Source: an optimization exercise on an open RTL-to-GDS flow (aim: small area). Production flows keep margins and buffers that such runs may drop. Function was checked by simulation only, so behaviour that the tests miss may differ from the original. No driver is modelled on the clock port, so clock power and skew are understated where the tree is cut down; a real chip needs a root buffer or a tree.

==> flow/design.v <==
module spi_master
  # (
    parameter SYSTEM_CLK_FREQ = 100_000_000,
    parameter SCLK_FREQ       = 1_000_000,
    parameter SYSTEM_CLK_PER  = 10,
    parameter MIN_CS_SETUP    = 100,
    parameter MIN_CS_HOLD     = 20,
    parameter MIN_CS_DISABLE  = 20,
    parameter CPOL            = 1'b0,
    parameter CPHA            = 1'b0,
    parameter SPI_DATA_WIDTH  = 8,
    parameter CS_DEVICE_COUNT = 1)
  (
    input  clkIn,
    input  rstIn,
    input  enIn,
    output busyOut,
    input  loadDataIn,
    output validDataOut,
    input  [SPI_DATA_WIDTH-1:0] dataRxIn,
    output [SPI_DATA_WIDTH-1:0] dataTxOut,
    output spiClkOut,
    output [CS_DEVICE_COUNT-1:0] spiCsLowOut,
    output spiMosiOut,
    input  spiMisoIn);
  reg       txMode;
  reg [5:0] cnt;
  reg       sclkQ;
  reg [2:0] bitCnt;
  reg [7:0] shReg;
  reg       mosiQ;
  reg       validQ;
  reg [7:0] dataTxQ;
  wire edge_    = &cnt;
  wire tick     = txMode & edge_;
  wire rise     = tick & ~sclkQ;
  wire fall     = tick & sclkQ;
  wire firstBit = ~|bitCnt;
  wire lastFall = fall & (&bitCnt);
  wire exitTx   = lastFall & ~enIn;
  wire idle     = ~txMode & ~cnt[5] & cnt[4] & cnt[1] & cnt[0];                   
  wire csHigh   = ~txMode & cnt[4] & ~cnt[3] & ~cnt[2] & (cnt[1] | cnt[0]);       
  wire lastSu   = ~txMode & cnt[4] & cnt[3] & cnt[2] & ~cnt[1] & cnt[0];          
  wire txStart  = cnt[4] & cnt[3] & cnt[2] & cnt[1];                              
  wire csToHigh = ~cnt[5] & cnt[4];                                               
  wire start    = idle & enIn;
  wire mosiFollow = txMode ? (firstBit | ~sclkQ) : txStart;
  wire mosiHold   = txMode ? (~firstBit & sclkQ) : ~cnt[4];
  assign busyOut      = ~idle;
  assign spiCsLowOut  = csHigh;
  assign spiClkOut    = sclkQ;
  assign spiMosiOut   = mosiQ;
  assign validDataOut = validQ;
  assign dataTxOut    = dataTxQ;
  always @ (posedge clkIn) begin
    if (rstIn) begin
      txMode  <= 1'b0;
      cnt     <= 6'd19;
      sclkQ   <= 1'b0;
      bitCnt  <= 3'd0;
      mosiQ   <= 1'b0;
      validQ  <= 1'b0;
      dataTxQ <= 8'd0;
    end
    else begin
      validQ <= lastFall;
      if (lastFall)
        dataTxQ <= shReg;
      {bitCnt, sclkQ} <= {bitCnt, sclkQ} + {3'd0, tick};
      cnt <= (cnt + {5'd0, ~idle}) | {start, 1'b0, {3{edge_}}, 1'b0};
      txMode <= txMode ? ~exitTx : edge_;
      mosiQ <= (mosiFollow & shReg[7] & ~validQ) | (lastSu & dataRxIn[7]) | (mosiHold & mosiQ);
    end
  end
  wire load = fall & firstBit;
  wire keep = ~rise & ~load;
  wire keep7 = txMode & ~firstBit & ~rise;
  always @ (posedge clkIn) begin
    if (rise)
      shReg[0] <= spiMisoIn;
    shReg[6:1] <= ({6{rise}} & shReg[5:0]) | ({6{load}} & dataRxIn[5:0]) | ({6{keep}} & shReg[6:1]);
    shReg[7]   <= (txMode & ~firstBit & rise & shReg[6]) | (keep7 & shReg[7]) |
                  (~(txMode & ~firstBit) & (fall ? dataRxIn[6] : dataRxIn[7]));
  end
endmodule
export LEC_CHECK = 0
export CAP_MARGIN = 20
export CORE_AREA = 2.3 2.72 67.62 67.28
export DIE_AREA = 0 0 70 70
export GPL_TIMING_DRIVEN = 0
export PLACE_DENSITY = 0.85
export SLEW_MARGIN = 20
create_clock -name core_clock -period 6.0 [get_ports {clkIn}]
standard.sh (not shown) runs the stock make flow with config.mk's settings and CLKGATE_MAP_FILE= SYNTH_SCRIPT=/design/flow/synth_recipe.tcl, a recipe that flattens the netlist after the stock synthesis.
==> flow/flow/run.sh <==
#!/bin/bash
# The standard layout (standard.sh) with these changes:
#  - yosys maps the logic with an area-oriented ABC script (flow/abc_area.script)
#    and leaves adders to ABC instead of mapping them to half/full-adder cells
#  - the port buffers are the smallest buffer cell
#  - the clock is buffered by a few clock buffers placed by flow/cts_manual.tcl
#    instead of TritonCTS's H-tree
# ORFS writes each step's full log under orfs/logs; make's output goes to standard.log.
set -euo pipefail
rm -rf scripts
cp -r "$FLOW_HOME/scripts" scripts
cp flow/abc_area.script scripts/abc_speed.script
sed -i 's#^log_cmd clock_tree_synthesis {\*}\$cts_args#source $::env(CTS_MANUAL_TCL)#' scripts/cts.tcl
grep -q CTS_MANUAL_TCL scripts/cts.tcl
export SCRIPTS_DIR="$PWD/scripts"
export ADDER_MAP_FILE=
export BUFFER_PORTS_ARGS="-buffer_cell sky130_fd_sc_hd__buf_1"
export CTS_MANUAL_TCL="$PWD/flow/cts_manual.tcl"
export CTS_MANUAL_K=3
export CTS_MANUAL_CELL=sky130_fd_sc_hd__clkbuf_4
export CTS_CLOCK_PORT=clkIn
bash standard.sh > standard.log 2>&1
==> flow/flow/abc_area.script <==
strash
&get -n
&st
&dc2
&dch -f
&nf -R 1000 -a
&put
Other scripts of this flow, unchanged in this note and not shown: flow/flow/cts_manual.tcl
==> next run, changes <==
==> flow/flow/abc_area.script (replaced) <==
strash
&get -n
&st
&deepsyn -T 60
&dch -f
&nf -R 1000 -a
&put
mfs3 -a
Outcome:
- via count fell by 4.2%
- critical path depth came out higher by 1
- synthesized cell count drops by 1.7%
- routed wire length went down by 5.8%
In every run of this note, the design's own scripts or RTL, not TritonCTS, make the clock network.

afterwards: timing with drivers on the ports:
The flow's constraints put no driver on any port. The routed layouts listed below were extracted and timed again, unchanged, in two steps.
Step 1, drivers: a clkbuf_16 drives clkIn and a buf_2 each remaining input, both assumed.
Step 2 moves the port delays by t, midway between the first and last clock arrival at a register: inputs arrive t later, outputs are due t later. That takes back most of the time a late clock gives input paths.
a / b / c = no drivers / after step 1 / after step 2; a / b = the first two.
run	t (ns)	slack for setup (ns)	latest minus earliest clock arrival (ns)
the first run	0.189	2.890 / 2.890 / 2.890	0.017 / 0.018
the second run	0.189	2.830 / 2.830 / 2.830	0.013 / 0.013
After both steps every run listed still meets setup and hold.
